Context: an optimization exercise on an open-source flow, tuned for small area. The choices shown serve that exercise and are no tape-out recipe.
At most, simulation tests tie the RTL to the original design; equivalence was not proved.
The clock port is modelled as an ideal driver; clocking choices that lean on that would not hold on a real chip.

oak:
Design iob_axil_macc, start of the top module:
module iob_axil_macc #(
   parameter DATA_W = 32
) (
   input                 clk_i,
   input                 cke_i,
   input                 arst_i,
   input  [       2-1:0] iob_csrs_axil_araddr_i,
   input                 iob_csrs_axil_arvalid_i,
   output                iob_csrs_axil_arready_o,
   output [  DATA_W-1:0] iob_csrs_axil_rdata_o,
   output [       2-1:0] iob_csrs_axil_rresp_o,
   output                iob_csrs_axil_rvalid_o,
   input                 iob_csrs_axil_rready_i,
   input  [       2-1:0] iob_csrs_axil_awaddr_i,
   input                 iob_csrs_axil_awvalid_i,
   output                iob_csrs_axil_awready_o,
   input  [  DATA_W-1:0] iob_csrs_axil_wdata_i,
   input  [DATA_W/8-1:0] iob_csrs_axil_wstrb_i,
   input                 iob_csrs_axil_wvalid_i,
   output                iob_csrs_axil_wready_o,
   output [       2-1:0] iob_csrs_axil_bresp_o,
   output                iob_csrs_axil_bvalid_o,
   input                 iob_csrs_axil_bready_i
);
export LEC_CHECK = 0
export CAP_MARGIN = 20
export CORE_MARGIN = 2
export CORE_UTILIZATION = 40
export SLEW_MARGIN = 20
export SYNTH_HIERARCHICAL = 1
export SYNTH_MINIMUM_KEEP_SIZE = 0
create_clock -name core_clock -period 5.0 [get_ports {clk_i}]
standard.sh (not shown) runs the stock make flow with config.mk's settings and CLKGATE_MAP_FILE= SYNTH_SCRIPT=/design/flow/synth_recipe.tcl, a recipe that flattens the netlist after the stock synthesis.
==> flow/flow/run.sh <==
#!/bin/bash
# The standard layout (standard.sh), with four changes to how the
# layout is made:
#  - after floorplanning, every combinational cell from synthesis is swapped
#    to the smallest cell of its kind (flow/downsize.tcl); the later repair
#    steps size cells up again where timing, slew or load need it;
#  - the port buffers are buf_1 cells;
#  - the clock tree uses clkbuf_8 and no dummy loads;
#  - after clock tree synthesis, clock buffers are swapped to smaller ones
#    while every flip-flop clock pin keeps a slew under 110 ps
#    (flow/clkdown.tcl).
# Each step's full output goes to its own log file in this folder.
set -euo pipefail
RES="$PWD/orfs/results/sky130hd/iob_axil_macc/base"
ARGS=(
  "BUFFER_PORTS_ARGS=-buffer_cell sky130_fd_sc_hd__buf_1"
  "CTS_ARGS=-sink_clustering_enable -repair_clock_nets -dont_use_dummy_load -buf_list sky130_fd_sc_hd__clkbuf_8 -sink_clustering_size 30"
)
bash standard.sh "${ARGS[@]}" floorplan > standard_floorplan.log 2>&1
DS_ODB="$RES/2_floorplan.odb" openroad -no_init -exit flow/downsize.tcl > downsize.log 2>&1
bash standard.sh "${ARGS[@]}" cts > standard_cts.log 2>&1
PLATFORM_DIR="$FLOW_HOME/platforms/sky130hd" CD_ODB="$RES/4_cts.odb" CD_SDC="$RES/4_cts.sdc" \
  CLK_SLEW_TARGET=0.110 openroad -no_init -exit flow/clkdown.tcl > clkdown.log 2>&1
bash standard.sh "${ARGS[@]}" finish > standard_finish.log 2>&1
Other scripts of this flow, unchanged in this note and not shown: flow/flow/clkdown.tcl, flow/flow/downsize.tcl
### oak -> pine
-- flow/flow/run.sh --
<<< oak, line 2
# The standard layout (standard.sh), with four changes to how the
>>> pine, line 2
# The standard layout (standard.sh), with five changes to how the
<<< oak, line 7
>>> pine, line 7
#  - the constant outputs share synthesis's one tie cell instead of getting
#    a tie cell each (SKIP_REPAIR_TIE_FANOUT=1);
<<< oak, line 17
>>> pine, line 19
  "SKIP_REPAIR_TIE_FANOUT=1"
Results
- pine finished all stages; the layout is clean.
- Summary of pine over oak: part of the cycle the worst path needs grew by 0.89 points, post-place instance area has decreased.
Edits applied to the flow inputs when going from pine to birch:
-- flow/flow/run.sh --
<<< pine, line 2
# The standard layout (standard.sh), with five changes to how the
>>> birch, line 2
# The standard layout (standard.sh), with four changes to how the
<<< pine, line 7
#  - the constant outputs share synthesis's one tie cell instead of getting
#    a tie cell each (SKIP_REPAIR_TIE_FANOUT=1);
>>> birch, line 7
Notes after the runs:
- pine → birch: total of flip-flops plus latches after synthesis comparable, fraction of synthesized cell area in xor and xnor cells held.
- Number of gates on the worst path with buffers counted came out exactly the same in birch and pine.
- Number of maximum-capacitance violations: pine vs birch identical
- Wire length the detailed router placed on met1 came out exactly the same in birch and pine.
- As far as post-layout minimum cycle time goes, pine and birch are indistinguishable; the numbers are identical.

* * *

Another version of the RTL of iob_axil_macc (not shown whole).
Size: about 80 flip-flops, ~89 I/O pins, about 5800 sq um of cells after synthesis.
==> flow/config.mk <==
export PLATFORM = sky130hd
export DESIGN_NAME = iob_axil_macc
export DESIGN_NICKNAME = iob_axil_macc
export VERILOG_FILES = /design/flow/design.v
export SDC_FILE = /design/flow/constraint.sdc
export NUM_CORES = 4
export LEC_CHECK = 0
export CAP_MARGIN = 20
export CORE_MARGIN = 2
export CORE_UTILIZATION = 40
export SLEW_MARGIN = 20
==> flow/constraint.sdc <==
create_clock -name core_clock -period 5.0 [get_ports {clk_i}]
set_input_delay 1.0000 -clock core_clock [delete_from_list [all_inputs] [get_ports {clk_i}]]
set_output_delay 1.0000 -clock core_clock [all_outputs]
set_load 0.01 [all_outputs]
==> flow/flow/run.sh <==
#!/bin/bash
bash standard.sh \
  "BUFFER_PORTS_ARGS=-buffer_cell sky130_fd_sc_hd__buf_1" \
  "CTS_ARGS=-sink_clustering_enable -repair_clock_nets -dont_use_dummy_load -buf_list sky130_fd_sc_hd__clkbuf_8 -sink_clustering_size 30" \
  finish > standard.log 2>&1
The starting point finished with timing, DRC and antenna clean.
Change:
==> flow/run.sh (new file) <==
#!/bin/bash
# synth_recipe.tcl (not shown) runs the flow's synth.tcl, then flattens the netlist and writes it again
# the make line also repeats each setting of config.mk as NAME=value (left out here)
make -C /OpenROAD-flow-scripts/flow DESIGN_CONFIG=/design/flow/config.mk WORK_HOME=/design/flow/orfs CLKGATE_MAP_FILE= SYNTH_SCRIPT=/design/flow/synth_recipe.tcl finish
--- a/flow/config.mk
+++ b/flow/config.mk
@@ -6,4 +6,5 @@
 export NUM_CORES = 4
 export LEC_CHECK = 0
+export ABC_AREA = 1
 export CAP_MARGIN = 20
 export CORE_MARGIN = 2
removed: flow/flow/run.sh
removed: flow/standard.sh
Core utilization rises by 3.5 points.
Critical path depth climbs by 6.
Count of clock-buffer cells in the layout does not change.
Hold slack got worse by 7.6 ps.
Non-clock buffer count is unchanged.
Sequential cell count stays the same.
Change:
--- a/flow/config.mk
+++ b/flow/config.mk
@@ -6,5 +6,4 @@
 export NUM_CORES = 4
 export LEC_CHECK = 0
-export ABC_AREA = 1
 export CAP_MARGIN = 20
 export CORE_MARGIN = 2
Result: The changed run completed without violations. Worst setup slack is worse by 290 ps. Routed wire length went down by 13%. Via count falls by 16%. Synthesized cell count came out lower by 28%. Worst hold slack gets better by 4.1 ps.
Change:
==> flow/flow/run.sh (new file) <==
#!/bin/bash
bash standard.sh \
  "BUFFER_PORTS_ARGS=-buffer_cell sky130_fd_sc_hd__buf_1" \
  "CTS_ARGS=-sink_clustering_enable -repair_clock_nets -dont_use_dummy_load -buf_list sky130_fd_sc_hd__clkbuf_4" \
  finish > standard.log 2>&1
==> flow/standard.sh (new file) <==
#!/bin/bash
# synth_recipe.tcl (not shown) runs the flow's synth.tcl, then flattens the netlist and writes it again
# the make line also repeats each setting of config.mk as NAME=value (left out here)
make -C /OpenROAD-flow-scripts/flow DESIGN_CONFIG=/design/flow/config.mk WORK_HOME=/design/flow/orfs CLKGATE_MAP_FILE= SYNTH_SCRIPT=/design/flow/synth_recipe.tcl "${@:-finish}"
removed: flow/run.sh
Effect: The changed run ran to the end with no violations; die area is unchanged; global-route usage went down by 0.16 points; synthesized cell count stays the same; final area decreases by 8.2%; utilization decreases by 3.9 points.
No run of this note included a check of the RTL's function; only the layout flow was run.

[static timing again, ports no longer ideal]
How much do the figures lean on ideal ports? The routed layouts below were timed once more, with nothing changed but the port constraints. Step 1: set_driving_cell puts a clkbuf_16 on clk_i and a buf_2 on each other input, an assumption about the parent block. Step 2, shift: input delay + t, output delay - t, t = (earliest + latest rising clock arrival at the registers) / 2. This alone moves slack from input paths to output paths. a / b / c = ideal ports / drivers / drivers and shift; a / b = the first two.
run | shift t [ns] | setup WS [ns] | latest minus earliest clock arrival (ns)
oak | 0.536 | 0.317 / 0.317 / 0.317 | 0.038 / 0.038
pine | 0.548 | 0.273 / 0.273 / 0.273 | 0.035 / 0.035
birch | 0.548 | 0.273 / 0.273 / 0.273 | 0.035 / 0.035
the first run of note 2 | 0.393 | 0.507 / 0.507 / 0.507 | 0.017 / 0.017
the second run of note 2 | 0.390 | 0.829 / 0.829 / 0.829 | 0.009 / 0.010
the third run of note 2 | 0.381 | 0.542 / 0.542 / 0.542 | 0.007 / 0.008
the fourth run of note 2 | 0.462 | 0.497 / 0.497 / 0.497 | 0.029 / 0.029
After both steps every run listed still meets setup and hold.
